Context: an optimization exercise on an open-source flow, tuned for small area, a short achievable clock period and few clock cycles. The choices shown serve that exercise and are no tape-out recipe. Function was checked by simulation only, so behaviour that the tests miss may differ from the original. Power is estimated from default activity; no workload was simulated.

==> design.v <==
module ea_add(base, imm5, ea);
  input  [8:0] base;
  input  [4:0] imm5;
  output [8:0] ea;
  wire [5:0] lo = {1'b0, base[4:0]} + {1'b0, imm5};
  wire [3:0] hi = base[8:5];
  wire [3:0] hi_inc = hi + 4'd1;
  wire [3:0] hi_dec = hi - 4'd1;
  wire up = lo[5] & ~imm5[4];
  wire dn = ~lo[5] & imm5[4];
  assign ea = {up ? hi_inc : dn ? hi_dec : hi, lo[4:0]};
endmodule
module rsm_cpu(clk, reset, mem_rdata, mem_cmd, mem_addr, mem_wdata, halted);
  input clk, reset;
  input [15:0] mem_rdata;
  output [1:0] mem_cmd;
  output [8:0] mem_addr;
  output [15:0] mem_wdata;
  output halted;
  reg [15:0] R [0:7];       
  reg [8:0]  fpc;           
  reg        fv;            
  reg [8:0]  link;          
  reg        fN, fV, fZ;    
  reg        halt_q;
  reg        w_ld;          
  reg [2:0]  ld_rd;
  reg [15:0] A_q;           
  reg [15:0] B_q;           
  reg [2:0]  e_wd;          
  reg [1:0]  e_sh;
  reg [7:0]  e_imm8;
  reg        e_we;          
  reg        e_ldr, e_str, e_cmp;
  reg        s_imm, s_mov, s_add, s_and, s_mvn, s_link;   
  reg        wA, wB;        
  wire        e_go = !w_ld;                
  reg  [15:0] B;                           
  always @(*)
    case (e_sh)
      2'b00: B = B_q;
      2'b01: B = {B_q[14:0], 1'b0};
      2'b10: B = {1'b0, B_q[15:1]};
      default: B = {B_q[0], B_q[15:1]};
    endcase
  wire [15:0] sum = A_q + B;
  wire [15:0] dlo = {1'b0, A_q[14:0]} + {1'b0, ~B[14:0]} + 16'd1;
  wire ca15 = sum[15] ^ A_q[15] ^ B[15];
  wire cs15 = dlo[15];
  wire [15:0] res  = ({16{s_imm}}  & {{8{e_imm8[7]}}, e_imm8}) |
                     ({16{s_mov}}  & B) |
                     ({16{s_add}}  & sum) |
                     ({16{s_and}}  & (A_q & B)) |
                     ({16{s_mvn}}  & ~B) |
                     ({16{s_link}} & {7'b0, link});
  wire nN = A_q[15] ^ ~B[15] ^ cs15;
  wire nZ = (A_q == B);
  wire nV = (A_q[15] == B[15]) ? (ca15 != A_q[15]) : (cs15 != A_q[15]);
  wire [8:0] ea;
  ea_add u_ea(A_q[8:0], e_imm8[4:0], ea);
  wire e_mem = e_go & (e_ldr | e_str);
  assign mem_cmd   = halt_q ? 2'b00 : (e_go & e_str) ? 2'b01 : 2'b10;
  assign mem_addr  = e_mem ? ea : fpc;
  assign mem_wdata = B_q;
  assign halted    = halt_q;
  wire fetch = !halt_q & !e_mem;
  wire e_wr  = e_go & e_we;                
  wire [15:0] I = mem_rdata;
  wire [2:0]  opc = I[15:13];
  wire d_b    = (opc == 3'b001);
  wire d_bl   = (opc == 3'b010) &  I[12];    
  wire d_bx   = (opc == 3'b010) & ~I[12];
  wire d_halt = (opc == 3'b111);
  wire d_str  = (opc == 3'b100);
  wire d_ldr  = (opc == 3'b011);
  wire d_movi = (opc == 3'b110) &  I[12];
  wire d_movr = (opc == 3'b110) & ~I[12];
  wire d_alu  = (opc == 3'b101);            
  wire [2:0] rn = I[10:8];
  wire [2:0] rb = d_str ? I[7:5] : I[2:0];
  wire fA = e_wr & (e_wd == rn);
  wire fB = e_wr & (e_wd == rb);
  wire [15:0] Ain = ({16{w_ld}} & mem_rdata) | ({16{~w_ld & fA}} & res) |
                    ({16{~w_ld & ~fA}} & R[rn]);
  wire [15:0] Bin = ({16{w_ld}} & mem_rdata) | ({16{~w_ld & fB}} & res) |
                    ({16{~w_ld & ~fB}} & R[rb]);
  wire cmp_now = e_go & e_cmp;
  wire cN = cmp_now ? nN : fN;
  wire cV = cmp_now ? nV : fV;
  wire cZ = cmp_now ? nZ : fZ;
  reg cond;
  always @(*)
    case (I[10:8])
      3'b000: cond = 1'b1;
      3'b001: cond = cZ;
      3'b010: cond = ~cZ;
      3'b011: cond = cN ^ cV;
      3'b100: cond = (cN ^ cV) | cZ;
      default: cond = 1'b0;
    endcase
  wire taken = fv & ((d_b & cond) | d_bl | d_bx);
  wire [8:0] boff = fpc + {I[7], I[7:0]};
  wire [8:0] target = d_bx ? link : boff;
  always @(posedge clk) begin
    if (reset) begin
      fpc <= 9'd0;
      fv <= 1'b0;
      halt_q <= 1'b0;
      w_ld <= 1'b0;
      e_we <= 1'b0; e_ldr <= 1'b0; e_str <= 1'b0; e_cmp <= 1'b0;
    end else begin
      if (taken) fpc <= target;
      else if (fetch) fpc <= fpc + 9'd1;
      fv <= fetch & ~taken;
      if (fv & d_bl) link <= fpc;
      if (fv & d_halt) halt_q <= 1'b1;
      w_ld <= e_go & e_ldr;
      if (e_go & e_ldr) ld_rd <= e_wd;
      if (fv) begin
        e_wd   <= (d_movi | d_bl) ? I[10:8] : I[7:5];
        e_sh   <= I[4:3];
        e_imm8 <= I[7:0];
        e_we   <= d_movi | d_movr | (d_alu & (I[12:11] != 2'b01)) | d_bl;
        e_ldr  <= d_ldr;
        e_str  <= d_str;
        e_cmp  <= d_alu & (I[12:11] == 2'b01);
        s_imm  <= d_movi;
        s_mov  <= d_movr;
        s_add  <= d_alu & (I[12:11] == 2'b00);
        s_and  <= d_alu & (I[12:11] == 2'b10);
        s_mvn  <= d_alu & (I[12:11] == 2'b11);
        s_link <= d_bl;
      end else if (e_go) begin
        e_we <= 1'b0; e_ldr <= 1'b0; e_str <= 1'b0; e_cmp <= 1'b0;
      end
      if (cmp_now) begin fN <= nN; fV <= nV; fZ <= nZ; end
    end
  end
  always @(posedge clk) begin
    if (fv | (w_ld & wA)) A_q <= Ain;
    if (fv | (w_ld & wB)) B_q <= Bin;
    if (fv) begin
      wA  <= e_go & e_ldr & (e_wd == rn);
      wB  <= e_go & e_ldr & (e_wd == rb);
    end
  end
  always @(posedge clk) begin
    if (w_ld) R[ld_rd] <= mem_rdata;
    else if (e_wr) R[e_wd] <= res;
  end
endmodule
==> run.sh <==
#!/bin/bash
# synth_recipe.tcl (not shown) runs the flow's synth.tcl, then flattens the netlist and writes it again
# the make line also repeats each setting of config.mk as NAME=value (left out here)
make -C /OpenROAD-flow-scripts/flow DESIGN_CONFIG=/design/flow/config.mk WORK_HOME=/design/flow/orfs CLKGATE_MAP_FILE= SYNTH_SCRIPT=/design/flow/synth_recipe.tcl finish
==> config.mk <==
export PLATFORM = sky130hd
export DESIGN_NAME = rsm_cpu
export DESIGN_NICKNAME = rsm_cpu
export VERILOG_FILES = /design/flow/design.v
export SDC_FILE = /design/flow/constraint.sdc
export NUM_CORES = 4
export LEC_CHECK = 0
export CAP_MARGIN = 20
export CORE_MARGIN = 2
export CORE_UTILIZATION = 55
export SETUP_SLACK_MARGIN = 4
export SLEW_MARGIN = 20
export TNS_END_PERCENT = 5
==> constraint.sdc <==
create_clock -name core_clock -period 8.0 [get_ports {clk}]
set_input_delay 1.6000 -clock core_clock [delete_from_list [all_inputs] [get_ports {clk}]]
set_output_delay 1.6000 -clock core_clock [all_outputs]
set_load 0.01 [all_outputs]
==> reports/metrics.csv, run 1 <==
metric;value;unit
status;timing/DRC/antenna clean;
static leakage;5.33;nW
Core Rows;55;
maximum fanout encountered on the critical timing path;3;
post-placement cell area;0.0134;mm^2
overall routing resource usage;29.6;%
Distinct cells, synth;76;
number of clock sinks;210;
drt initial violations;966;
die area;0.0242;mm^2
Mapped Nets;1253;
detailed-route wire length per cell;23.1;um
number of DRC violations after detailed routing;0;
instance count of the mapped netlist;1183;
pin count of the biggest net entering global routing;65;
Async SR Flop Fraction;0;%
final estimated routing congestion in global placement;0.886;
Crit path required time;6400;ps
part of the Yosys area used for sequential elements;48.6;%
final clock period utilization by the worst path;54.3;%
number of antenna violations at the first check in global routing;0;
WL final;35200;um
Die X;156;um
Min-Delay Path Class;reg2reg;
final-report hold violation count;0;
count of nets left with antenna violations after detail routing;0;
buffer levels on the longest clock path;3;
startpoint class of the critical path;flop;
Area growth syn-to-layout;13.2;%
Syn Std Cell Area;0.0126;mm^2
gr ovfl total;0;
Ant. Diodes;0;
final-report max-slew violation count;0;
Critical Path Sink Type;primary output;
Slew Limit Headroom;28.7;%
Port-buffer cells;45;
EDFF count, synth;194;
H-tree Lvls;1;
clock latency reported for the late side of the worst-skew pair;530;ps
number of iterations in the first detailed-routing pass;6;
TritonCTS clock tree;built;
critical path arrival;2750;ps
Non-Filler Cell Area, Final;0.0143;mm^2
crit path time final;4350;ps
count of maximum capacitance violations;0;
ratio of routed vias to standard cells;6.28;
vias in the first global route;9173;
count of state elements after synthesis;210;
DPL Wire Length;23900;um
share of cells above drive strength 1;12.4;%
first-pass GRT wire length;54300;um
Inserted Clock Buffers;24;
Power Dens Cells;200;mW/mm^2
maximum clock skew at final layout;28.3;ps
Crit Path Category;reg2out;
Core ar.;0.0226;mm^2
main flop type after synthesis;edfxtp_1;
number of warnings printed during yosys synthesis;1;
clock slew at the register clock pins of the worst setup and hold paths;60;ps
number of endpoints failing setup at the final stage;0;
Mean Syn Cell Area;10.7;um^2
Setup TNS Final;0;ps
Root Buffer Master;clkbuf_16;
transition time at the pin with the least slew margin;1060;ps
flop-to-flop setup slack;3920;ps
vias;9577;
Top Ports;46;
# nets final;1297;
IR drop worst, VDD;0.192;mV
maximum achievable frequency;230;MHz
die height;156;um
RSZ-0062 raised after global routing;true;
effective utilization at floorplan;55.9;%
## where the power goes
| part | internal, mW | switching [mW] |
|---|---|---|
| Clock | 0.550 | 0.423 |
| Sequential | 1.25 | 0.0481 |
| Combinational | 0.242 | 0.349 |
## routing by layer
layer  GRT usage (%)  vias to the layer above  share of wire, %
li1                -                     4524                 -
met1            40.5                     4672                43
met2            48.7                      315                47
met3            5.69                       66               7.1
met4            8.17                        0               2.8
met5               0                        -                 0
## state kept, by name (all words and copies together), names as in the netlist, 3 cells and up
register	count
e_imm8	7
B_q	16
R	128
e_wd	3
ld_rd	3
link	9
fpc	9
A_q	16
## synth_stat cells, types with 5 or more instances
library cell | number | area, um^2
a21o_1 | 9 | 67.6
a21oi_1 | 68 | 340
a222oi_1 | 7 | 70.1
a311oi_1 | 17 | 149
a31oi_1 | 26 | 163
and3_1 | 20 | 125
buf_1 | 15 | 56.3
clkbuf_1 | 48 | 180
dfxtp_1 | 16 | 320
edfxtp_1 | 194 | 5830
ha_1 | 49 | 613
inv_1 | 43 | 161
mux2i_1 | 52 | 521
mux4_2 | 32 | 721
nand2_1 | 220 | 826
nand2b_1 | 11 | 68.8
nand3_1 | 41 | 205
nand4_1 | 10 | 62.6
nor2_1 | 65 | 244
nor2b_1 | 13 | 81.3
nor3_1 | 7 | 35.0
nor3b_1 | 7 | 52.6
o211ai_1 | 5 | 37.5
o21ai_0 | 40 | 200
o21ai_1 | 6 | 30.0
o221ai_1 | 28 | 245
xnor2_1 | 29 | 254
xor2_1 | 12 | 105
## layout by cell type (no fill, tap or decap), types with 13 or more instances in the layout
cell,Yosys,routed
a21oi_1,68,63
a311oi_1,17,16
a31oi_1,26,26
and3_1,20,20
buf_4,2,35
clkbuf_16,0,24
clkdlybuf4s50_1,0,36
dfxtp_1,16,16
edfxtp_1,194,194
ha_1,49,49
inv_1,43,43
mux2i_1,52,50
mux4_2,32,32
nand2_1,220,220
nand3_1,41,41
nor2_1,65,65
nor2b_1,13,13
o21ai_0,40,33
o221ai_1,28,28
xnor2_1,29,28
## stage by stage
stage | instances | hold WS, ps | util (%) | power (mW) | setup slack, ps
2_1_floorplan | 1183 | 489 | - | 1.70 | 4070
4_1_cts | 1520 | 539 | 62.9 | 2.86 | 3650
3_5_place_dp | 1467 | 530 | 59.0 | 1.87 | 2670
6_report | 1524 | 538 | 63.2 | 2.86 | 3650
5_1_grt | 1524 | 558 | 63.2 | 2.98 | 3610
3_3_place_gp | 1467 | 529 | 59.0 | 1.87 | 2700
## path summary, 6_finish.rpt
check | startpoint | endpoint | depth (start not counted)
max | A_q[0]$_DFFE_PP_ | mem_addr[7] | 11
min | fpc[8]$_SDFFE_PP0P_ | link[8]$_DFFE_PP_ | 0
max reg2reg | e_sh[0]$_DFFE_PP_ | fpc[7]$_SDFFE_PP0P_ | 15
min reg2reg | fpc[8]$_SDFFE_PP0P_ | link[8]$_DFFE_PP_ | 0
## worst max-delay path, stage by stage, from the launching register on
cell and delay [ps]:
edfxtp_1 440, ha_1 250, a21o_1 190, a21oi_2 170, o21bai_2 110, a21oi_4 200, buf_6 140, nor3b_2 40
a31oi_1 180, xor2_1 290, o21ai_1 80, buf_2 140
## cell type report
class	count	area, um^2
fillers	1823	8330
multi-input cells	855	6150
flip-flops and latches	210	6150
repair buffers	89	793
clock buffers	30	623
well taps	285	357
inverters	47	178
clock inverters	8	63.8
## logic make-up after synthesis
group / count (synthesis) / share of synthesized area, %
AOI/OAI and AO/OA: 254 / 14.3
muxes: 88 / 10.2
buffers and inverters: 118 / 3.72
xor gates and xnor gates: 41 / 2.84
and+or+nand+nor: 420 / 15.1
adders and majority gates: 52 / 5.32
DFF: 210 / 48.6
## what timing repair did
item,4_1_cts,5_1_grt
pin swaps,13,2
buffers inserted,15,4
endpoints found under the setup margin,138,119
gates resized for setup,43,9
hold buffers,0,0
Testbench counts, summed over its fixed seeds: cycles 76,740.
==> inputs of run 2 (changes only) <==
--- a/config.mk
+++ b/config.mk
@@ -8,5 +8,7 @@
 export CAP_MARGIN = 20
 export CORE_MARGIN = 2
-export CORE_UTILIZATION = 55
+export CORE_UTILIZATION = 40
+export CTS_CLUSTER_DIAMETER = 60
+export CTS_CLUSTER_SIZE = 30
 export SETUP_SLACK_MARGIN = 4
 export SLEW_MARGIN = 20
==> run 2 against run 1 <==
Against the previous run: critical path depth did not move; still clean on timing, DRC and antenna; synthesized area did not move; first-iteration DRC count rose by 0.83%; clock power rose by 22%; cell count rose by 7.3%; core utilization fell by 17 points; combinational power fell by 1%; maximum frequency rose by 1.5%; global-route usage fell by 7.7 points; sequential cell count did not move; sequential share of layout area fell by 0.72 points; largest cell class unchanged.
==> reports/metrics.csv, run 2 <==
metric;value;unit
status;timing/DRC/antenna clean;
ratio of routed vias to standard cells;5.94;
Core ar.;0.0313;mm^2
clock latency reported for the late side of the worst-skew pair;540;ps
# nets final;1288;
first-pass GRT wire length;55700;um
Inserted Clock Buffers;22;
main flop type after synthesis;edfxtp_1;
Top Ports;46;
die area;0.0331;mm^2
instance count of the mapped netlist;1183;
share of the synthesized area in the top cell type;46.1;%
final-report hold violation count;0;
final-report max-slew violation count;0;
Die X;182;um
top post-synthesis cells by count;nand2_1, edfxtp_1, a21oi_1;
worst slack at placement;2070;ps
Ant. Diodes;0;
count of maximum capacitance violations;0;
critical path arrival;2680;ps
maximum clock skew at final layout;35.6;ps
number of endpoints failing setup at the final stage;0;
post-layout worst setup margin;3720;ps
global route hottest layer;met2;
number of DRC violations after detailed routing;0;
largest family of logic cells by synthesized area;simple AND/OR/NAND/NOR gates;
Crit path required time;6400;ps
maximum fanout encountered on the critical timing path;6;
share of synthesized area spent on multiplexers;10.2;%
largest registers;R: 128 flops, A_q: 16 flops, B_q: 16 flops;
number of antenna violations at the first check in global routing;0;
Root Buffer Master;clkbuf_16;
Min-Delay Path Class;reg2reg;
vias in the first global route;9426;
cell types occupying the most area after synthesis;edfxtp_1, nand2_1, mux4_2;
placed instance count;1581;
number of fill cells;2806;
overall routing resource usage;21.9;%
most frequent standard cell in the layout excluding fill and tap cells;nand2_1;
detailed-route wire length per cell;22.1;um
share of cells above drive strength 1;13.3;%
Setup TNS Final;0;ps
commonest non-fill, non-tap cells in the layout;nand2_1, edfxtp_1, nor2_1;
area leader, netlist;edfxtp_1;
post-placement cell area;0.0135;mm^2
WL final;36100;um
RSZ-0062 raised after global routing;true;
drt initial violations;974;
Syn Std Cell Area;0.0126;mm^2
top register by number of flip-flops;R;
GR met2 Demand/Resource;36.9;%
Crit Path Category;reg2out;
number of iterations in the first detailed-routing pass;7;
maximum achievable frequency;234;MHz
final std cells w/o fill;1636;
Simple-Gate Fraction of Synth Area;15.1;%
number of clock sinks;210;
Pwr Total;3.07;mW
global routing met3 resource utilization;2.77;%
IR drop worst, VDD;0.136;mV
die height;182;um
transition time at the pin with the least slew margin;1070;ps
effective utilization at floorplan;40.4;%
Power Dens Cells;211;mW/mm^2
Slew Limit Headroom;27.9;%
Area growth syn-to-layout;15.1;%
CTS Hold Bufs;0;
startpoint class of the critical path;flop;
Mean Syn Cell Area;10.7;um^2
H-tree Lvls;1;
pin count of the biggest net entering global routing;66;
clock slew at the register clock pins of the worst setup and hold paths;70;ps
GR Layer Usage met1;29.0;%
final estimated routing congestion in global placement;0.893;
Port-buffer cells;45;
gr ovfl total;0;
crit path time final;4280;ps
Core Rows;65;
multi-input gate area in the final layout;0.00616;mm^2
vias;9713;
Mapped Nets;1253;
Async SR Flop Fraction;0;%
static leakage;5.36;nW
EDFF count, synth;194;
count of nets left with antenna violations after detail routing;0;
part of the Yosys area used for sequential elements;48.6;%
buffer levels on the longest clock path;3;
Critical Path Sink Type;primary output;
Non-Filler Cell Area, Final;0.0146;mm^2
Synth Area in Compound Gates;14.3;%
xor/xnor cell area share of the yosys netlist;2.84;%
Distinct cells, synth;76;
DPL Wire Length;24100;um
final clock period utilization by the worst path;53.5;%
fraction of the mapped netlist area in adder cells;5.32;%
most repeated cell in the gate-level netlist after synthesis;nand2_1;
Largest register FFs;128;
TritonCTS clock tree;built;
number of warnings printed during yosys synthesis;1;
count of state elements after synthesis;210;
Register Area;0.00615;mm^2
run 2: what timing repair did:
item	in CTS	in global routing
gates resized for setup	39	18
setup endpoints to repair	129	112
pin swaps	7	1
endpoints found under the hold margin	0	0
setup buffers	9	3
cloned	1	0
run 2: where the power goes:
part	leakage (nW)	switching [mW]	internal (mW)	total (mW)
clock	0.409	0.524	0.664	1.19
combinational	3.03	0.348	0.237	0.584
sequential	1.91	0.0472	1.25	1.29
total	5.36	0.919	2.15	3.07
run 2: kinds of logic after synthesis:
family	Yosys count
muxes	88
AOI/OAI and AO/OA	254
adders and majority gates	52
xor gates and xnor gates	41
buffers and inverters	118
DFF	210
and+or+nand+nor	420
run 2: cell type report:
class / instances / area share (%)
sequential: 210 / 42.2
timing repair buffer: 81 / 4.96
clock inverter: 17 / 1.89
multi-input combinational: 856 / 42.3
inverter: 47 / 1.21
tap: 402 / 3.46
clock buffer: 23 / 3.95
run 2: layer usage:
layer	routed length (um)	part of all wire, %
met3	2350	6.5
met5	0	0
met1	15000	42
met4	1260	3.5
met2	17500	48
run 2: per-stage QoR:
stage	util (%)	hold WS [ps]
6_report	46.5	544
3_5_place_dp	43.1	532
2_1_floorplan	-	489
4_1_cts	46.1	543
3_3_place_gp	43.0	535
5_1_grt	46.5	564
run 2: worst paths after layout:
path,from,to,slack [ps],cells after the start
hold / removal,fpc[8]$_SDFFE_PP0P_,link[8]$_DFFE_PP_,540,0
hold reg to reg,fpc[8]$_SDFFE_PP0P_,link[8]$_DFFE_PP_,540,0
setup reg to reg,e_sh[0]$_DFFE_PP_,R[4][14]$_DFFE_PP_,3820,15
setup / recovery,A_q[1]$_DFFE_PP_,mem_addr[7],3720,11
run 2: worst max-delay path: stages (launching register included):
cell and delay (ps):
edfxtp_1 430, ha_1 300, a21o_1 170, a21oi_2 180, o21bai_2 110, a21oi_2 140
buf_6 130, nor3b_1 40, a31oi_1 200, xor2_1 260, o21ai_1 80, buf_2 140
==> inputs of run 3 (changes only) <==
--- a/config.mk
+++ b/config.mk
@@ -9,5 +9,5 @@
 export CORE_MARGIN = 2
 export CORE_UTILIZATION = 40
-export CTS_CLUSTER_DIAMETER = 60
+export CTS_CLUSTER_DIAMETER = 100
 export CTS_CLUSTER_SIZE = 30
 export SETUP_SLACK_MARGIN = 4
==> run 3 against run 2 <==
Against the previous run: critical path type unchanged; still clean; sequential power hardly changed; synthesized area did not move; combinational power barely moved; wire length shrank 1.4%; hold slack better by 27 ps; register-to-register slack better by 40 ps; sequential cell count stayed put; clock skew fell by 2.1 ps.
==> reports/metrics.csv, run 3 <==
metric;value;unit
Power Dens Cells;182;mW/mm^2
number of cells on the worst reg-to-reg path;15;
share of the synthesized area in the top cell type;46.1;%
transition time at the pin with the least slew margin;1120;ps
detailed-route wire length per cell;22.1;um
buffer levels on the longest clock path;3;
number of cells on the worst hold path;0;
number of fill cells;2858;
vias;9629;
main flop type after synthesis;edfxtp_1;
final estimated routing congestion in global placement;0.893;
Critical Path Sink Type;primary output;
number of clock sinks;210;
Crit Reg-Reg Startpoint;e_sh[0]$_DFFE_PP_;
maximum clock skew at final layout;33.5;ps
most frequent standard cell in the layout excluding fill and tap cells;nand2_1;
count of maximum capacitance violations;0;
top register by number of flip-flops;R;
crit path time final;4280;ps
flop-to-flop setup slack;3860;ps
commonest non-fill, non-tap cells in the layout;nand2_1, edfxtp_1, nor2_1;
Mean Syn Cell Area;10.7;um^2
instance count of the mapped netlist;1183;
drt initial violations;1003;
number of DRC violations after detailed routing;0;
Worst setup startpoint;A_q[1]$_DFFE_PP_;
Core ar.;0.0313;mm^2
Inserted Clock Buffers;12;
startpoint class of the critical path;flop;
overall routing resource usage;21.5;%
TritonCTS clock tree;built;
Largest register FFs;128;
maximum fanout encountered on the critical timing path;6;
clock slew at the register clock pins of the worst setup and hold paths;120;ps
count of state elements after synthesis;210;
placed instance count;1581;
number of endpoints failing setup at the final stage;0;
Die X;182;um
# nets final;1276;
Area growth syn-to-layout;11.4;%
cell types occupying the most area after synthesis;edfxtp_1, nand2_1, mux4_2;
Reg2Reg Capture Point;R[2][14]$_DFFE_PP_;
vias in the first global route;9263;
CTS Hold Bufs;0;
Async SR Flop Fraction;0;%
IR drop worst, VDD;0.104;mV
final-report hold violation count;0;
Register Area;0.00615;mm^2
number of antenna violations at the first check in global routing;0;
maximum achievable frequency;234;MHz
Distinct cells, synth;76;
area leader, netlist;edfxtp_1;
top post-synthesis cells by count;nand2_1, edfxtp_1, a21oi_1;
final std cells w/o fill;1613;
hold-critical path endpoint;link[8]$_DFFE_PP_;
Crit Path Category;reg2out;
H-tree Lvls;1;
beginning of the worst hold path;fpc[8]$_SDFFE_PP0P_;
EDFF count, synth;194;
count of nets left with antenna violations after detail routing;0;
Min-Delay Path Class;reg2reg;
share of cells above drive strength 1;11.4;%
first-pass GRT wire length;54700;um
DPL Wire Length;24100;um
gr ovfl total;0;
Top Ports;46;
final clock period utilization by the worst path;53.5;%
part of the Yosys area used for sequential elements;48.6;%
pin count of the biggest net entering global routing;66;
Slew Limit Headroom;23.6;%
WL final;35600;um
die height;182;um
Mapped Nets;1253;
ratio of routed vias to standard cells;5.97;
Core Rows;65;
number of iterations in the first detailed-routing pass;6;
final-report max-slew violation count;0;
die area;0.0331;mm^2
critical path arrival;2680;ps
largest registers;R: 128 flops, A_q: 16 flops, B_q: 16 flops;
Final Core Density;45.0;%
static leakage;5.12;nW
Root Buffer Master;clkbuf_16;
Port-buffer cells;45;
number of warnings printed during yosys synthesis;1;
status;timing/DRC/antenna clean;
Crit path required time;6400;ps
effective utilization at floorplan;40.4;%
Syn Std Cell Area;0.0126;mm^2
multi-input gate area in the final layout;0.00616;mm^2
clock latency reported for the late side of the worst-skew pair;490;ps
Setup TNS Final;0;ps
RSZ-0062 raised after global routing;true;
most repeated cell in the gate-level netlist after synthesis;nand2_1;
[run 3: cell counts after synthesis]
Identical to the previous run, type by type.
[run 3: power by group]
| group | switching (mW) | internal (mW) |
|---|---|---|
| Sequential | 0.0473 | 1.25 |
| Combinational | 0.347 | 0.236 |
| Clock | 0.381 | 0.312 |
| Total | 0.775 | 1.79 |
[run 3: repair_timing]
item	CTS	global route
gates cloned	1	0
pin swaps	7	1
setup endpoints to repair	130	124
hold endpoints to repair	0	0
buffers inserted	7	4
resized for setup	37	18
[run 3: kinds of logic after synthesis]
logic type	synth area share, %
simple gates	15.1
compound gates	14.3
flops	48.6
buf+inv	3.72
mux	10.2
fa+ha+maj	5.32
xor+xnor	2.84
[run 3: layout make-up]
class,count,area share (%)
sequential,210,43.6
multi-input combinational,856,43.7
clock buffer,13,2.31
inverter,47,1.25
antenna,1,0.0178
timing repair buffer,79,4.98
tap,402,3.57
clock inverter,5,0.489
[run 3: metal layers]
| layer | GRT usage, % | part of all wire, % |
|---|---|---|
| met1 | 28.7 | 43 |
| met5 | 0 | 0 |
| met2 | 36.6 | 49 |
| met4 | 6.63 | 2.7 |
| met3 | 2.57 | 6.0 |
[run 3: how the worst max path moves through the flow]
| stage | end | slack, ps | depth (start not counted) |
|---|---|---|---|
| global route | mem_addr[7] | 3620 | 11 |
| detailed placement | B_q[14]$_DFFE_PP_ | 2070 | 9 |
| global placement | B_q[14]$_DFFE_PP_ | 2130 | 9 |
| finish | mem_addr[7] | 3720 | 11 |
| floorplan | R[0][14]$_DFFE_PP_ | 4070 | 16 |
| CTS | mem_addr[8] | 3730 | 11 |
[run 3: worst max-delay path, stage by stage (launching register included)]
cell      delay, ps
edfxtp_1        450
ha_1            300
a21o_1          170
a21oi_2         180
o21bai_2        110
a21oi_2         140
buf_6           130
nor3b_1          40
a31oi_1         200
xor2_1          250
o21ai_1          80
buf_2           140
[run 3: through the flow]
| step | total power, mW | setup WS (ps) | area, um^2 | hold slack [ps] |
|---|---|---|---|---|
| finish | 2.57 | 3720 | 14100 | 571 |
| floorplan | 1.70 | 4070 | 12600 | 489 |
| detailed placement | 1.87 | 2070 | 13500 | 532 |
| global placement | 1.86 | 2130 | 13500 | 535 |
| CTS | 2.56 | 3730 | 14000 | 565 |
| global route | 2.68 | 3620 | 14100 | 589 |
==> inputs of run 4 (changes only) <==
--- a/config.mk
+++ b/config.mk
@@ -11,4 +11,5 @@
 export CTS_CLUSTER_DIAMETER = 100
 export CTS_CLUSTER_SIZE = 30
+export PLACE_DENSITY = 0.7
 export SETUP_SLACK_MARGIN = 4
 export SLEW_MARGIN = 20
==> run 4 against run 3 <==
Against the previous run: still clean; synthesized cell count stayed put; first-iteration DRC count rose by 9.3%; non-clock buffer count decreased by 3; critical path type unchanged.
==> reports/metrics.csv, run 4 <==
metric;value;unit
status;timing/DRC/antenna clean;
H-tree Lvls;1;
ratio of routed vias to standard cells;6.01;
share of the synthesized area in the top cell type;46.1;%
number of iterations in the first detailed-routing pass;5;
Crit path required time;6400;ps
effective utilization at floorplan;40.4;%
Core Rows;65;
Register Area;0.00615;mm^2
number of antenna violations at the first check in global routing;0;
maximum fanout encountered on the critical timing path;3;
startpoint class of the critical path;flop;
Inserted Clock Buffers;11;
number of DRC violations after detailed routing;0;
vias in the first global route;9263;
critical path arrival;2730;ps
count of maximum capacitance violations;0;
number of warnings printed during yosys synthesis;1;
DPL Wire Length;23600;um
main flop type after synthesis;edfxtp_1;
RSZ-0062 raised after global routing;true;
first-pass GRT wire length;53500;um
cell types occupying the most area after synthesis;edfxtp_1, nand2_1, mux4_2;
number of endpoints failing setup at the final stage;0;
Core ar.;0.0313;mm^2
Async SR Flop Fraction;0;%
final estimated routing congestion in global placement;0.882;
number of cells on the worst reg-to-reg path;15;
clock latency reported for the late side of the worst-skew pair;470;ps
count of state elements after synthesis;210;
EDFF count, synth;194;
top register by number of flip-flops;R;
Top Ports;46;
Crit Path Category;reg2out;
drt initial violations;1096;
detailed-route wire length per cell;21.6;um
buffer levels on the longest clock path;3;
overall routing resource usage;20.8;%
clock slew at the register clock pins of the worst setup and hold paths;110;ps
part of the total power dissipated in the clock network;25.1;%
internal portion of total power;1.77;mW
transition time at the pin with the least slew margin;1090;ps
proportion of power drawn by combinational gates;23.2;%
CTS Hold Bufs;0;
Final Core Density;44.6;%
TritonCTS clock tree;built;
crit path time final;4330;ps
maximum achievable frequency;231;MHz
Largest register FFs;128;
Root Buffer Master;clkbuf_16;
most repeated cell in the gate-level netlist after synthesis;nand2_1;
maximum clock skew at final layout;18.4;ps
Slew Limit Headroom;26.0;%
final-report hold violation count;0;
top post-synthesis cells by count;nand2_1, edfxtp_1, a21oi_1;
area leader, netlist;edfxtp_1;
number of fill cells;2837;
die area;0.0331;mm^2
most frequent standard cell in the layout excluding fill and tap cells;nand2_1;
count of nets left with antenna violations after detail routing;0;
Ant. Diodes;0;
sequential share of power;51.7;%
Syn Std Cell Area;0.0126;mm^2
Critical Path Sink Type;primary output;
largest registers;R: 128 flops, A_q: 16 flops, B_q: 16 flops;
pin count of the biggest net entering global routing;66;
Die X;182;um
Net Sw Frac;29.4;%
Mean Syn Cell Area;10.7;um^2
static leakage;5.07;nW
final clock period utilization by the worst path;54.1;%
gr ovfl total;0;
Min-Delay Path Class;reg2reg;
instance count of the mapped netlist;1183;
Port-buffer cells;45;
multi-input gate area in the final layout;0.00614;mm^2
Distinct cells, synth;76;
vias;9646;
die height;182;um
Mapped Nets;1253;
IR drop worst, VDD;0.0977;mV
Area growth syn-to-layout;10.4;%
Setup TNS Final;0;ps
commonest non-fill, non-tap cells in the layout;nand2_1, edfxtp_1, nor2_1;
part of the Yosys area used for sequential elements;48.6;%
share of cells above drive strength 1;10.5;%
Power Dens Cells;179;mW/mm^2
number of clock sinks;210;
sw power;0.734;mW
number of cells on the worst hold path;0;
WL final;34700;um
final-report max-slew violation count;0;
# nets final;1272;
[run 4: cell counts after synthesis]
No cell type changed its count.
[run 4: worst max-delay path, cell delays in order, from the launching register on]
cell and delay, ps:
edfxtp_1 430, buf_4 160, inv_1 90, fa_1 470, inv_1 80, a21o_1 110, a21oi_1 80, xor2_1 140
o21ai_0 140, clkdlybuf4s50_1 560
[run 4: timing repair]
item / in CTS / in global routing
gates resized for setup: 36 / 13
setup buffers: 9 / 1
setup endpoints to repair: 129 / 143
hold endpoints to repair: 0 / 0
gates cloned: 1 / 0
pin swaps: 8 / 2
[run 4: worst paths after layout]
kind                            start                 to  slack, ps
hold reg to reg   fpc[8]$_SDFFE_PP0P_  link[8]$_DFFE_PP_        550
setup reg to reg    e_sh[0]$_DFFE_PP_  A_q[14]$_DFFE_PP_       3820
setup / recovery     A_q[1]$_DFFE_PP_        mem_addr[4]       3670
hold / removal    fpc[8]$_SDFFE_PP0P_  link[8]$_DFFE_PP_        550
[run 4: power by group through the flow]
stage               logic [mW]  registers [mW]  clock network (mW)
finish                   0.580            1.29               0.629
global route             0.637            1.30               0.672
CTS                      0.566            1.29               0.635
detailed placement       0.549            1.32                   0
global placement         0.537            1.32                   0
floorplan                0.399            1.30                   0
[run 4: cells by family (layout without fill, tap and decap cells)]
logic type	count (synthesis)	count (layout)	share of synthesized area [%]
AND/OR/NAND/NOR	420	420	15.1
AO/OA/AOI/OAI	254	254	14.3
adder cells (fa/ha/maj)	52	52	5.32
buffers and inverters	118	138	3.72
multiplexers	88	89	10.2
XOR/XNOR	41	41	2.84
flip-flops	210	210	48.6
[run 4: cell type report]
type | count | area share [%]
Clock inverter | 3 | 0.305
Sequential cell | 210 | 44.0
Timing Repair Buffer | 76 | 4.82
Tap cell | 402 | 3.60
Clock buffer | 12 | 2.00
Inverter | 47 | 1.26
Multi-Input combinational cell | 856 | 44.0
[run 4: per-stage QoR]
step | std cells | cell area (um^2) | setup slack (ps) | hold slack (ps) | power, mW
CTS | 1605 | 13900 | 3700 | 561 | 2.49
detailed placement | 1580 | 13500 | 2090 | 542 | 1.87
floorplan | 1183 | 12600 | 4070 | 489 | 1.70
global route | 1606 | 14000 | 3530 | 580 | 2.61
finish | 1606 | 14000 | 3670 | 554 | 2.50
global placement | 1580 | 13500 | 2170 | 527 | 1.86
[run 4: metal layers]
layer  up-vias  wire length (um)  GRT usage, %
met1      4744             14600          28.2
li1       4451                 -             -
met2       376             16400          34.3
met5         -                 0             0
met4         0              1180          7.22
met3        75              2500          2.93
==> inputs of run 5 (changes only) <==
--- a/config.mk
+++ b/config.mk
@@ -11,6 +11,5 @@
 export CTS_CLUSTER_DIAMETER = 100
 export CTS_CLUSTER_SIZE = 30
-export PLACE_DENSITY = 0.7
 export SETUP_SLACK_MARGIN = 4
 export SLEW_MARGIN = 20
-export TNS_END_PERCENT = 5
+export TNS_END_PERCENT = 1
==> run 5 against run 4 <==
Against the previous run: still clean on timing, DRC and antenna; largest power group unchanged; die area stayed put; design area is 0.69% higher; synthesized area stayed put; clock skew is 9.9 ps higher; clock-buffer cell count is 1 higher; cell count is 0.37% higher.
==> reports/metrics.csv, run 5 <==
metric;value;unit
Area growth syn-to-layout;11.2;%
maximum clock skew at final layout;28.3;ps
WL final;35600;um
cell types occupying the most area after synthesis;edfxtp_1, nand2_1, mux4_2;
first-pass GRT wire length;54700;um
largest registers;R: 128 flops, A_q: 16 flops, B_q: 16 flops;
share of the synthesized area in the top cell type;46.1;%
Syn Std Cell Area;0.0126;mm^2
Setup TNS Final;0;ps
Top Ports;46;
critical path arrival;2660;ps
proportion of power drawn by combinational gates;22.6;%
area leader, netlist;edfxtp_1;
count of nets left with antenna violations after detail routing;0;
number of warnings printed during yosys synthesis;1;
die height;182;um
status;timing/DRC/antenna clean;
main flop type after synthesis;edfxtp_1;
sequential share of power;50.4;%
share of cells above drive strength 1;11.1;%
count of maximum capacitance violations;0;
number of endpoints failing setup at the final stage;0;
Non-Filler Cell Area, Final;0.0141;mm^2
detailed-route wire length per cell;22.1;um
end point of the critical path;mem_addr[7];
Root Buffer Master;clkbuf_16;
Pwr Total;2.56;mW
static leakage;5.11;nW
beginning of the worst hold path;fpc[8]$_SDFFE_PP0P_;
clock latency reported for the late side of the worst-skew pair;490;ps
Crit Path Category;reg2out;
transition time at the pin with the least slew margin;1130;ps
ratio of routed vias to standard cells;5.99;
Async SR Flop Fraction;0;%
maximum achievable frequency;235;MHz
largest stage delay on the critical path;450;ps
most frequent standard cell in the layout excluding fill and tap cells;nand2_1;
vias;9653;
Largest register FFs;128;
number of cells on the worst reg-to-reg path;15;
highest-delay cell along the critical path;edfxtp_1;
gr ovfl total;0;
number of buffers and inverters on the critical path;2;
count of state elements after synthesis;210;
Crit path required time;6400;ps
vias in the first global route;9251;
number of DRC violations after detailed routing;0;
Min-Delay Path Class;reg2reg;
worst slack at placement;2070;ps
final estimated routing congestion in global placement;0.893;
flop-to-flop setup slack;3850;ps
Stages on worst setup path;11;
Distinct cells, synth;76;
effective utilization at floorplan;40.4;%
final clock period utilization by the worst path;53.3;%
commonest non-fill, non-tap cells in the layout;nand2_1, edfxtp_1, nor2_1;
post-placement cell area;0.0135;mm^2
maximum fanout encountered on the critical timing path;6;
TritonCTS clock tree;built;
pin count of the biggest net entering global routing;66;
top cell family by delay on the critical path;compound AO/OA/AOI/OAI gates;
instance count of the mapped netlist;1183;
Slew Limit Headroom;23.2;%
Crit Reg-Reg Startpoint;e_sh[0]$_DFFE_PP_;
crit path time final;4260;ps
clock slew at the register clock pins of the worst setup and hold paths;110;ps
overall routing resource usage;21.4;%
most repeated cell in the gate-level netlist after synthesis;nand2_1;
internal portion of total power;1.79;mW
Worst setup startpoint;A_q[1]$_DFFE_PP_;
Core Rows;65;
cell breakdown of the critical path;ha_1 -> a21o_1 -> a21oi_2 -> o21bai_2 -> a21oi_2 -> buf_6 -> nor3b_1 -> a31oi_1 -> xor2_1 -> o21ai_1 -> buf_2;
Die X;182;um
die area;0.0331;mm^2
drt initial violations;943;
top register by number of flip-flops;R;
EDFF count, synth;194;
Power Dens Cells;182;mW/mm^2
top post-synthesis cells by count;nand2_1, edfxtp_1, a21oi_1;
sw power;0.773;mW
Port-buffer cells;45;
startpoint class of the critical path;flop;
final-report hold violation count;0;
part of the Yosys area used for sequential elements;48.6;%
IR drop worst, VDD;0.106;mV
# nets final;1275;
Net Sw Frac;30.1;%
Mapped Nets;1253;
Critical Path Sink Type;primary output;
RSZ-0062 raised after global routing;true;
Core ar.;0.0313;mm^2
number of iterations in the first detailed-routing pass;5;
number of antenna violations at the first check in global routing;0;
worst-case hold slack;560;ps
final-report max-slew violation count;0;
H-tree Lvls;1;
post-layout worst setup margin;3740;ps
number of clock sinks;210;
Inserted Clock Buffers;12;
part of the total power dissipated in the clock network;27.0;%
Mean Syn Cell Area;10.7;um^2
buffer levels on the longest clock path;3;
Reg2Reg Capture Point;R[1][14]$_DFFE_PP_;
DPL Wire Length;24100;um
Worst path most repeated cell;a21oi_2;
==> run 5: logic make-up after synthesis <==
family	Yosys count	share of synthesized area, %
AOI/OAI and AO/OA	254	14.3
xor gates and xnor gates	41	2.84
adders and majority gates	52	5.32
buffers and inverters	118	3.72
DFF	210	48.6
muxes	88	10.2
and+or+nand+nor	420	15.1
==> run 5: how the worst min path moves through the flow <==
stage | to | slack (ps) | cells past startpoint
after CTS | link[8]$_DFFE_PP_ | 570 | 0
after global routing | link[8]$_DFFE_PP_ | 590 | 0
after global placement | link[8]$_DFFE_PP_ | 530 | 0
after floorplan | w_ld$_SDFF_PP0_ | 490 | 2
final | link[8]$_DFFE_PP_ | 560 | 0
after detailed placement | link[8]$_DFFE_PP_ | 530 | 0
==> run 5: layout make-up <==
cell class | instances | area (um^2)
multi-input cells | 856 | 6150
clock buffers | 13 | 325
fillers | 2863 | 17300
flip-flops and latches | 210 | 6150
repair buffers | 78 | 686
clock inverters | 5 | 68.8
diodes | 1 | 2.50
well taps | 402 | 503
inverters | 47 | 176
==> run 5: power by group through the flow <==
stage	clock network (mW)	registers, mW	logic (mW)
floorplan	0	1.30	0.399
global placement	0	1.32	0.545
detailed placement	0	1.32	0.551
CTS	0.702	1.29	0.566
global route	0.744	1.30	0.641
finish	0.692	1.29	0.580
==> run 5: repair_timing <==
action                     in CTS  in global routing
hold buffers                    0                  0
setup endpoints to repair     130                124
pin swaps                       7                  1
gates resized for setup        29                 18
buffers inserted                6                  4
cloned                          1                  0
==> run 5: stage by stage <==
stage	instances	util, %
final	1612	44.9
after global routing	1611	44.9
after CTS	1606	44.6
after detailed placement	1581	43.1
after global placement	1580	43.0
after floorplan	1183	-
==> run 5: metal layers <==
layer / GRT usage (%) / vias up / part of all wire, %
met5: 0 / - / 0
met2: 36.6 / 343 / 49
met3: 2.57 / 51 / 5.8
li1: - / 4463 / -
met1: 28.7 / 4796 / 43
met4: 6.60 / 0 / 2.6
==> inputs of run 6 (changes only) <==
--- a/config.mk
+++ b/config.mk
@@ -11,5 +11,5 @@
 export CTS_CLUSTER_DIAMETER = 100
 export CTS_CLUSTER_SIZE = 30
-export SETUP_SLACK_MARGIN = 4
+export SETUP_SLACK_MARGIN = 3.8
 export SLEW_MARGIN = 20
-export TNS_END_PERCENT = 1
+export TNS_END_PERCENT = 5
==> run 6 against run 5 <==
Against the previous run: still clean on timing, DRC and antenna; design area is 0.47% lower; die area did not move; sequential share of layout area rose by 0.21 points; core utilization is 0.21 points lower; largest cell class is now sequential cells; maximum frequency fell by 2.5%.
==> reports/metrics.csv, run 6 <==
metric;value;unit
main flop type after synthesis;edfxtp_1;
Setup TNS Final;0;ps
gr ovfl total;0;
sw power;0.770;mW
final-report max-slew violation count;0;
proportion of power drawn by combinational gates;22.4;%
top register by number of flip-flops;R;
final-report hold violation count;0;
Ant. Diodes;0;
top sig layer;met4;
overall routing resource usage;21.4;%
most frequent standard cell in the layout excluding fill and tap cells;nand2_1;
Slew Limit Headroom;25.3;%
largest stage delay on the critical path;550;ps
Core ar.;0.0313;mm^2
cell types occupying the most area after synthesis;edfxtp_1, nand2_1, mux4_2;
# nets final;1271;
area leader, netlist;edfxtp_1;
number of iterations in the first detailed-routing pass;7;
vias;9545;
ratio of routed vias to standard cells;5.94;
Pwr Total;2.56;mW
Worst path most repeated cell;a21oi_2;
buffer levels on the longest clock path;3;
final clock period utilization by the worst path;54.6;%
die area;0.0331;mm^2
Core Rows;65;
Min-Delay Path Class;reg2reg;
number of DRC violations after detailed routing;0;
count of maximum capacitance violations;0;
Syn Std Cell Area;0.0126;mm^2
Critical Path Sink Type;primary output;
share of the synthesized area in the top cell type;46.1;%
Async SR Flop Fraction;0;%
instance count of the mapped netlist;1183;
number of clock sinks;210;
Crit path required time;6400;ps
internal portion of total power;1.79;mW
number of endpoints failing setup at the final stage;0;
Power Dens Cells;183;mW/mm^2
part of the Yosys area used for sequential elements;48.6;%
static leakage;5.09;nW
pin count of the biggest net entering global routing;66;
maximum achievable frequency;229;MHz
Net Sw Frac;30.1;%
commonest non-fill, non-tap cells in the layout;nand2_1, edfxtp_1, nor2_1, a21oi_1, mux2i_1;
DPL Wire Length;24100;um
Largest register FFs;128;
WL final;35500;um
IR drop worst, VDD;0.105;mV
Inserted Clock Buffers;12;
worst-case hold slack;561;ps
detailed-route wire length on metal 1;15000;um
cell breakdown of the critical path;ha_1 -> a21oi_2 -> o21bai_1 -> a21oi_2 -> buf_6 -> nor2_1 -> a21oi_2 -> o21ai_0 -> clkdlybuf4s50_1;
clock latency reported for the late side of the worst-skew pair;490;ps
CTS Hold Bufs;0;
drt initial violations;996;
most repeated cell in the gate-level netlist after synthesis;nand2_1;
number of warnings printed during yosys synthesis;1;
count of nets left with antenna violations after detail routing;0;
part of the total power dissipated in the clock network;27.1;%
number of buffers and inverters on the critical path;2;
EDFF count, synth;194;
Detail Route met2 WL;17200;um
die height;182;um
Top Ports;46;
effective utilization at floorplan;40.4;%
maximum fanout encountered on the critical timing path;7;
top post-synthesis cells by count;nand2_1, edfxtp_1, a21oi_1;
maximum clock skew at final layout;25.0;ps
Distinct cells, synth;76;
final estimated routing congestion in global placement;0.893;
Routed met3 length;2320;um
number of fill cells;2879;
number of antenna violations at the first check in global routing;0;
share of cells above drive strength 1;10.1;%
vias in the first global route;9237;
count of state elements after synthesis;210;
Crit Path Category;reg2out;
startpoint class of the critical path;flop;
Mean Syn Cell Area;10.7;um^2
TritonCTS clock tree;built;
status;timing/DRC/antenna clean;
highest-delay cell along the critical path;clkdlybuf4s50_1;
sequential share of power;50.5;%
detailed-route wire length per cell;22.1;um
crit path time final;4370;ps
largest registers;R: 128 flops, A_q: 16 flops, B_q: 16 flops;
Mapped Nets;1253;
Root Buffer Master;clkbuf_16;
H-tree Lvls;1;
transition time at the pin with the least slew margin;1100;ps
RSZ-0062 raised after global routing;true;
top cell family by delay on the critical path;buffers and inverters;
Final Core Density;44.7;%
Area growth syn-to-layout;10.7;%
Die X;182;um
first-pass GRT wire length;54600;um
clock slew at the register clock pins of the worst setup and hold paths;120;ps
Port-buffer cells;45;
critical path arrival;2770;ps
run 6: cell types whose count changed in the layout (fill, tap and decap cells not counted), moves of 2 or more:
| cell | previous run | this run |
|---|---|---|
| clkdlybuf4s50_1 | 35 | 37 |
| o21ai_1 | 9 | 11 |
| o21ai_2 | 5 | 3 |
| a21oi_1 | 63 | 65 |
| buf_4 | 28 | 24 |
| a21oi_2 | 6 | 4 |
run 6: through the flow:
step / cells / setup slack, ps / area, um^2
after global routing: 1607 / 3520 / 14000
final: 1607 / 3630 / 14000
after detailed placement: 1581 / 2070 / 13500
after floorplan: 1183 / 4070 / 12600
after CTS: 1605 / 3590 / 14000
after global placement: 1580 / 2130 / 13500
run 6: cell type report:
cell class | instances | area (um^2) | share of cell area (%)
inverter | 47 | 176 | 1.26
clock buffer | 13 | 325 | 2.32
sequential | 210 | 6150 | 43.9
multi-input combinational | 856 | 6110 | 43.7
tap | 402 | 503 | 3.59
timing repair buffer | 74 | 664 | 4.75
clock inverter | 5 | 68.8 | 0.492
run 6: what timing repair did:
item | 4_1_cts | 5_1_grt
cloned | 1 | 0
resized for setup | 24 | 9
setup endpoints to repair | 105 | 109
setup buffers | 5 | 1
pin swaps | 7 | 1
run 6: cells by family after synthesis:
kind of cell / Yosys count / share of synthesized area, %
mux: 88 / 10.2
xor+xnor: 41 / 2.84
fa+ha+maj: 52 / 5.32
simple gates: 420 / 15.1
flops: 210 / 48.6
compound gates: 254 / 14.3
buf+inv: 118 / 3.72
run 6: power groups by stage:
stage	logic, mW	registers, mW	clock network, mW
floorplan	0.399	1.30	0
global placement	0.545	1.32	0
detailed placement	0.551	1.32	0
CTS	0.565	1.29	0.702
global route	0.633	1.30	0.744
finish	0.572	1.29	0.693
run 6: final timing paths:
kind         slack [ps]  depth (start not counted)                 from                  to
min                 560                          0  fpc[8]$_SDFFE_PP0P_   link[8]$_DFFE_PP_
min reg2reg         560                          0  fpc[8]$_SDFFE_PP0P_   link[8]$_DFFE_PP_
max                3630                          9     A_q[2]$_DFFE_PP_         mem_addr[6]
max reg2reg        3780                         13    e_sh[0]$_DFFE_PP_  R[7][15]$_DFFE_PP_
run 6: per-layer routing:
metal  global-route usage [%]  up-vias
li1                         -     4454
met1                     28.7     4720
met2                     36.5      317
met3                     2.57       54
met4                     6.60        0
met5                        0        -
==> inputs of run 7 (changes only) <==
--- a/config.mk
+++ b/config.mk
@@ -6,10 +6,10 @@
 export NUM_CORES = 4
 export LEC_CHECK = 0
-export CAP_MARGIN = 20
+export CAP_MARGIN = 5
 export CORE_MARGIN = 2
 export CORE_UTILIZATION = 40
 export CTS_CLUSTER_DIAMETER = 100
 export CTS_CLUSTER_SIZE = 30
-export SETUP_SLACK_MARGIN = 3.8
-export SLEW_MARGIN = 20
+export SETUP_SLACK_MARGIN = 4
+export SLEW_MARGIN = 5
 export TNS_END_PERCENT = 5
==> run 7 against run 6 <==
Against the previous run: still clean on timing, DRC and antenna; clock-buffer cell count is the same; global-route usage hardly changed; core utilization rose by 0.19 points; die area did not move.
==> reports/metrics.csv, run 7 <==
metric;value;unit
Detail Route met2 WL;17000;um
Mean Syn Cell Area;10.7;um^2
number of buffers and inverters on the critical path;2;
Mapped Nets;1253;
cell breakdown of the critical path;ha_1 -> a21o_1 -> a21oi_2 -> o21bai_2 -> a21oi_2 -> buf_6 -> nor4_2 -> a21oi_1 -> xor2_1 -> o21ai_1 -> buf_2;
area leader, netlist;edfxtp_1;
WL final;35500;um
largest registers;R: 128 flops, A_q: 16 flops, B_q: 16 flops;
Die X;182;um
EDFF count, synth;194;
worst slack at placement;2100;ps
die height;182;um
maximum fanout encountered on the critical timing path;6;
Power Dens Cells;183;mW/mm^2
number of warnings printed during yosys synthesis;1;
top sig layer;met4;
Core Rows;65;
vias;9552;
main flop type after synthesis;edfxtp_1;
Port-buffer cells;45;
top post-synthesis cells by count;nand2_1, edfxtp_1, a21oi_1;
final-report hold violation count;0;
flop-to-flop setup slack;3850;ps
startpoint class of the critical path;flop;
number of antenna violations at the first check in global routing;0;
final-report max-slew violation count;0;
Stages on worst setup path;11;
cell types occupying the most area after synthesis;edfxtp_1, nand2_1, mux4_2;
drt initial violations;850;
top cell family by delay on the critical path;compound AO/OA/AOI/OAI gates;
number of endpoints failing setup at the final stage;0;
count of state elements after synthesis;210;
most repeated cell in the gate-level netlist after synthesis;nand2_1;
RSZ-0062 raised after global routing;true;
Largest register FFs;128;
transition time at the pin with the least slew margin;1170;ps
Worst setup startpoint;A_q[1]$_DFFE_PP_;
number of iterations in the first detailed-routing pass;7;
Distinct cells, synth;76;
share of the synthesized area in the top cell type;46.1;%
number of DRC violations after detailed routing;0;
crit path time final;4320;ps
buffer levels on the longest clock path;3;
count of nets left with antenna violations after detail routing;0;
largest stage delay on the critical path;450;ps
Root Buffer Master;clkbuf_16;
effective utilization at floorplan;40.4;%
Reg2Reg Capture Point;fpc[6]$_SDFFE_PP0P_;
instance count of the mapped netlist;1183;
Slew Limit Headroom;20.3;%
IR drop worst, VDD;0.113;mV
Async SR Flop Fraction;0;%
first-pass GRT wire length;54600;um
highest-delay cell along the critical path;edfxtp_1;
commonest non-fill, non-tap cells in the layout;nand2_1, edfxtp_1, nor2_1, a21oi_1, mux2i_1;
Crit path required time;6400;ps
Inserted Clock Buffers;12;
Routed met3 length;2080;um
Syn Std Cell Area;0.0126;mm^2
DPL Wire Length;24200;um
final clock period utilization by the worst path;54.0;%
Top Ports;46;
Worst path most repeated cell;a21oi_2;
number of cells on the worst reg-to-reg path;15;
end point of the critical path;mem_addr[8];
clock latency reported for the late side of the worst-skew pair;490;ps
# nets final;1275;
Core ar.;0.0313;mm^2
status;timing/DRC/antenna clean;
top register by number of flip-flops;R;
vias in the first global route;9338;
TritonCTS clock tree;built;
Crit Reg-Reg Startpoint;e_sh[0]$_DFFE_PP_;
Critical Path Sink Type;primary output;
share of cells above drive strength 1;10.9;%
H-tree Lvls;1;
count of maximum capacitance violations;0;
Crit Path Category;reg2out;
Area growth syn-to-layout;11.1;%
overall routing resource usage;21.4;%
ratio of routed vias to standard cells;5.93;
Min-Delay Path Class;reg2reg;
maximum achievable frequency;232;MHz
beginning of the worst hold path;fpc[8]$_SDFFE_PP0P_;
clock slew at the register clock pins of the worst setup and hold paths;120;ps
Setup TNS Final;0;ps
gr ovfl total;0;
most frequent standard cell in the layout excluding fill and tap cells;nand2_1;
number of fill cells;2896;
detailed-route wire length on metal 1;15100;um
detailed-route wire length per cell;22.0;um
static leakage;5.13;nW
final estimated routing congestion in global placement;0.893;
number of clock sinks;210;
Ant. Diodes;0;
critical path arrival;2720;ps
part of the Yosys area used for sequential elements;48.6;%
post-layout worst setup margin;3680;ps
maximum clock skew at final layout;20.5;ps
die area;0.0331;mm^2
pin count of the biggest net entering global routing;66;
[run 7: cell counts after synthesis]
No cell type changed its count.
[run 7: cell type report]
type                            instances  area [um^2]  area share, %
Sequential cell                       210         6150           43.7
Multi-Input combinational cell        856         6140           43.7
Timing Repair Buffer                   78          696           4.95
Tap cell                              402          503           3.58
Clock buffer                           13          325           2.31
Inverter                               47          176           1.26
Clock inverter                          5         71.3          0.507
[run 7: cells by family after synthesis]
group                    synth area share (%)
flip-flops                               48.6
XOR/XNOR                                 2.84
AO/OA/AOI/OAI                            14.3
adder cells (fa/ha/maj)                  5.32
multiplexers                             10.2
AND/OR/NAND/NOR                          15.1
buffers and inverters                    3.72
[run 7: routing by layer]
metal,track usage (%),up-vias
met3,2.41,58
li1,-,4461
met4,8.23,0
met5,0,-
met1,28.4,4719
met2,36.2,314
[run 7: repair_timing]
action | CTS | global route
hold buffers | 0 | 0
endpoints found under the setup margin | 129 | 126
pin swaps | 8 | 2
hold endpoints to repair | 0 | 0
buffers inserted | 7 | 5
cloned | 1 | 0
gates resized for setup | 41 | 11
[run 7: worst min-delay path by stage]
stage	to	slack (ps)	cells past startpoint
6_report	link[8]$_DFFE_PP_	580	0
3_5_place_dp	link[8]$_DFFE_PP_	540	0
3_3_place_gp	link[8]$_DFFE_PP_	530	0
2_1_floorplan	w_ld$_SDFF_PP0_	490	2
5_1_grt	link[8]$_DFFE_PP_	590	0
4_1_cts	link[8]$_DFFE_PP_	570	0
[run 7: metrics by stage]
step | power (mW) | area [um^2] | utilization [%] | std cells | hold WS [ps]
6_report | 2.57 | 14100 | 44.9 | 1611 | 577
5_1_grt | 2.68 | 14100 | 44.9 | 1611 | 590
4_1_cts | 2.57 | 14000 | 44.7 | 1606 | 572
3_5_place_dp | 1.87 | 13500 | 43.0 | 1580 | 537
3_3_place_gp | 1.86 | 13500 | 43.0 | 1580 | 535
2_1_floorplan | 1.70 | 12600 | - | 1183 | 489
[run 7: where the power goes]
part           switching, mW  internal (mW)
clock                  0.384          0.313
sequential            0.0468           1.25
combinational          0.345          0.234
total                  0.775           1.79
==> inputs of run 8 (changes only) <==
==> flow/run.sh (new file) <==
#!/bin/bash
# The standard layout, with the input and output port buffers made from
# plain buffers (sky130_fd_sc_hd__buf_1) instead of the delay cells
# buffer_ports picks by default. Every port is still buffered.
set -euo pipefail
cd "$(dirname "$0")/.."
export BUFFER_PORTS_ARGS="-buffer_cell sky130_fd_sc_hd__buf_1"
bash standard.sh > standard_flow.log 2>&1
==> standard.sh (new file) <==
#!/bin/bash
# synth_recipe.tcl (not shown) runs the flow's synth.tcl, then flattens the netlist and writes it again
# the make line also repeats each setting of config.mk as NAME=value (left out here)
make -C /OpenROAD-flow-scripts/flow DESIGN_CONFIG=/design/flow/config.mk WORK_HOME=/design/flow/orfs CLKGATE_MAP_FILE= SYNTH_SCRIPT=/design/flow/synth_recipe.tcl "${@:-finish}"
--- a/config.mk
+++ b/config.mk
@@ -13,3 +13,3 @@
 export SETUP_SLACK_MARGIN = 4
 export SLEW_MARGIN = 5
-export TNS_END_PERCENT = 5
+export TNS_END_PERCENT = 1
removed: run.sh
==> run 8 against run 7 <==
Against the previous run: still clean; clock-buffer cell count up 1; first-iteration DRC count is 36% higher; sequential cell count is the same; clock skew rose by 20 ps; synthesized area is the same; critical path type unchanged.
==> reports/metrics.csv, run 8 <==
metric;value;unit
area leader, netlist;edfxtp_1;
Slew Limit Headroom;20.2;%
gr ovfl total;0;
final-report hold violation count;0;
Power Dens Cells;186;mW/mm^2
RSZ-0062 raised after global routing;true;
xor/xnor cell area share of the yosys netlist;2.84;%
drt initial violations;1158;
main flop type after synthesis;edfxtp_1;
share of cells above drive strength 1;10.8;%
Core ar.;0.0313;mm^2
ratio of routed vias to standard cells;5.94;
clock slew at the register clock pins of the worst setup and hold paths;110;ps
Top Ports;46;
cell types occupying the most area after synthesis;edfxtp_1, nand2_1, mux4_2;
final clock period utilization by the worst path;54.2;%
# nets final;1282;
Register Area;0.00615;mm^2
crit path time final;4330;ps
die height;182;um
critical path arrival;2730;ps
most frequent standard cell in the layout excluding fill and tap cells;nand2_1;
transition time at the pin with the least slew margin;1190;ps
final estimated routing congestion in global placement;0.912;
number of antenna violations at the first check in global routing;0;
Min-Delay Path Class;reg2reg;
Area growth syn-to-layout;9.33;%
highest-delay cell along the critical path;edfxtp_1;
instance count of the mapped netlist;1183;
sequential share of power;50.3;%
count of nets left with antenna violations after detail routing;0;
Async SR Flop Fraction;0;%
number of clock sinks;210;
largest registers;R: 128 flops, A_q: 16 flops, B_q: 16 flops;
pin count of the biggest net entering global routing;66;
Mean Syn Cell Area;10.7;um^2
Reg2Reg Capture Point;fpc[2]$_SDFFE_PP0P_;
commonest non-fill, non-tap cells in the layout;nand2_1, edfxtp_1, a21oi_1;
overall routing resource usage;21.6;%
share of synthesized area spent on multiplexers;10.2;%
Inserted Clock Buffers;12;
part of the Yosys area used for sequential elements;48.6;%
Simple-Gate Fraction of Synth Area;15.1;%
Ant. Diodes;0;
number of DRC violations after detailed routing;0;
end point of the critical path;mem_addr[7];
worst slack at placement;2680;ps
Synth Area in Compound Gates;14.3;%
static leakage;5.03;nW
Setup TNS Final;0;ps
vias;9615;
first-pass GRT wire length;55100;um
effective utilization at floorplan;40.4;%
number of warnings printed during yosys synthesis;1;
part of the total power dissipated in the clock network;28.0;%
Worst setup startpoint;A_q[1]$_DFFE_PP_;
internal portion of total power;1.80;mW
sw power;0.769;mW
Largest register FFs;128;
Port-buffer cells;45;
Critical Path Sink Type;primary output;
most repeated cell in the gate-level netlist after synthesis;nand2_1;
Crit Reg-Reg Startpoint;e_sh[0]$_DFFE_PP_;
EDFF count, synth;194;
cell breakdown of the critical path;ha_1 -> a21o_1 -> a21oi_2 -> o21bai_1 -> a21oi_2 -> nor3b_2 -> a31oi_1 -> xor2_1 -> o21ai_1 -> buf_2;
startpoint class of the critical path;flop;
post-layout worst setup margin;3670;ps
largest family of logic cells by synthesized area;simple AND/OR/NAND/NOR gates;
WL final;35700;um
top post-synthesis cells by count;nand2_1, edfxtp_1, a21oi_1;
DPL Wire Length;24300;um
number of endpoints failing setup at the final stage;0;
IR drop worst, VDD;0.107;mV
beginning of the worst hold path;fpc[8]$_SDFFE_PP0P_;
die area;0.0331;mm^2
Worst path most repeated cell;a21oi_2;
vias in the first global route;9288;
count of state elements after synthesis;210;
fraction of the mapped netlist area in adder cells;5.32;%
buffer levels on the longest clock path;3;
status;timing/DRC/antenna clean;
TritonCTS clock tree;built;
Core Rows;65;
number of iterations in the first detailed-routing pass;7;
top register by number of flip-flops;R;
final-report max-slew violation count;0;
largest stage delay on the critical path;440;ps
detailed-route wire length per cell;22.1;um
flop-to-flop setup slack;3810;ps
Net Sw Frac;29.9;%
number of fill cells;2905;
Crit Path Category;reg2out;
Syn Std Cell Area;0.0126;mm^2
H-tree Lvls;1;
number of cells on the worst reg-to-reg path;16;
clock latency reported for the late side of the worst-skew pair;490;ps
Root Buffer Master;clkbuf_16;
multi-input gate area in the final layout;0.00609;mm^2
proportion of power drawn by combinational gates;21.7;%
maximum clock skew at final layout;40.4;ps
Distinct cells, synth;76;
maximum achievable frequency;231;MHz
Crit path required time;6400;ps
count of maximum capacitance violations;0;
maximum fanout encountered on the critical timing path;5;
Die X;182;um
share of the synthesized area in the top cell type;46.1;%
Mapped Nets;1253;
run 8: cell types whose count changed in the layout (fill, tap and decap cells not counted), sizes merged, moves of 2 or more:
cell,delta
buf,+46
clkbuf,+3
clkdlybuf4s15,-2
clkdlybuf4s50,-33
dlygate4sd2,-4
inv,-2
run 8: cell type report:
class | count | share of cell area [%]
flip-flops and latches | 210 | 44.4
multi-input cells | 855 | 44.0
well taps | 402 | 3.64
repair buffers | 86 | 3.63
clock buffers | 14 | 2.39
inverters | 47 | 1.28
clock inverters | 4 | 0.579
run 8: worst min path at each step:
stage | endpoint | slack, ps | cells after the start
finish | link[8]$_DFFE_PP_ | 570 | 0
global route | link[8]$_DFFE_PP_ | 590 | 0
CTS | link[8]$_DFFE_PP_ | 560 | 0
detailed placement | link[8]$_DFFE_PP_ | 540 | 0
global placement | link[8]$_DFFE_PP_ | 540 | 0
floorplan | w_ld$_SDFF_PP0_ | 490 | 2
run 8: cells by family after synthesis:
logic type	count (synthesis)
simple gates	420
xor+xnor	41
fa+ha+maj	52
buf+inv	118
flops	210
mux	88
compound gates	254
run 8: metal layers:
metal / wire (um) / global-route usage [%] / share of wire (%)
met1: 15400 / 29.5 / 43
met2: 16900 / 36.0 / 47
met3: 2230 / 2.37 / 6.2
met4: 1200 / 7.15 / 3.4
met5: 0 / 0 / 0
run 8: power by group through the flow:
| stage | clock network [mW] | registers (mW) | logic, mW |
|---|---|---|---|
| 3_5_place_dp | 0 | 1.32 | 0.536 |
| 3_3_place_gp | 0 | 1.32 | 0.527 |
| 2_1_floorplan | 0 | 1.30 | 0.399 |
| 5_1_grt | 0.770 | 1.30 | 0.616 |
| 4_1_cts | 0.730 | 1.29 | 0.549 |
| 6_report | 0.719 | 1.29 | 0.558 |
run 8: what timing repair did:
action / in CTS / in global routing
pin swaps: 7 / 4
gates resized for setup: 12 / 5
setup buffers: 10 / 3
setup endpoints to repair: 128 / 135
hold buffers: 0 / 0
run 8: through the flow:
| step | utilization, % | total power, mW | instances | instance area, um^2 | hold WS, ps |
|---|---|---|---|---|---|
| after floorplan | - | 1.70 | 1183 | 12600 | 489 |
| after detailed placement | 42.4 | 1.86 | 1587 | 13300 | 536 |
| after global routing | 44.2 | 2.68 | 1618 | 13800 | 590 |
| after global placement | 42.4 | 1.85 | 1587 | 13300 | 538 |
| after CTS | 44.0 | 2.57 | 1615 | 13800 | 563 |
| final | 44.2 | 2.57 | 1618 | 13800 | 567 |
run 8: critical path, delay by kind of cell (launching register included):
kind                       cells  cell delay [ps]
AOI/OAI and AO/OA              6             1010
DFF                            1              440
adders and majority gates      1              300
xor gates and xnor gates       1              250
buffers and inverters          1              180
and+or+nand+nor                1               70

## re-timing with driven ports
The flow's constraints put no driver on any port. The routed layouts listed below were extracted and timed again, unchanged, in two steps. Step 1, drivers: a clkbuf_16 drives clk and a buf_2 each remaining input, both assumed. Step 2 also shifts input and output timing later by t, the mid clock arrival at the registers, as if the neighbouring blocks saw the same clock. Three values: no drivers, after step 1, after step 2; two values: the first two.
run | t (ns) | slack for setup (ns) | hold slack, ns | latest minus earliest clock arrival (ns) | worst data-port slew with drivers (ns)
run 1 | 0.561 | 3.654 / 3.608 / 3.306 | 0.538 / 0.538 / 0.538 | 0.029 / 0.029 | 0.03
run 2 | 0.577 | 3.719 / 3.667 / 3.427 | 0.544 / 0.544 / 0.544 | 0.035 / 0.035 | 0.04
run 3 | 0.525 | 3.721 / 3.671 / 3.451 | 0.571 / 0.571 / 0.571 | 0.034 / 0.034 | 0.04
run 4 | 0.512 | 3.672 / 3.626 / 3.382 | 0.554 / 0.554 / 0.554 | 0.018 / 0.019 | 0.04
run 5 | 0.522 | 3.738 / 3.689 / 3.302 | 0.560 / 0.560 / 0.560 | 0.029 / 0.029 | 0.04
run 6 | 0.524 | 3.628 / 3.579 / 3.243 | 0.561 / 0.561 / 0.561 | 0.025 / 0.025 | 0.04
run 7 | 0.526 | 3.683 / 3.635 / 3.441 | 0.577 / 0.577 / 0.577 | 0.021 / 0.020 | 0.03
run 8 | 0.520 | 3.666 / 3.616 / 3.281 | 0.567 / 0.567 / 0.567 | 0.041 / 0.041 | 0.04
After both steps every run listed still meets setup and hold. For run 5, which loses most, drivers alone change the setup slack by -0.049 ns; drivers and shift together by -0.436 ns.
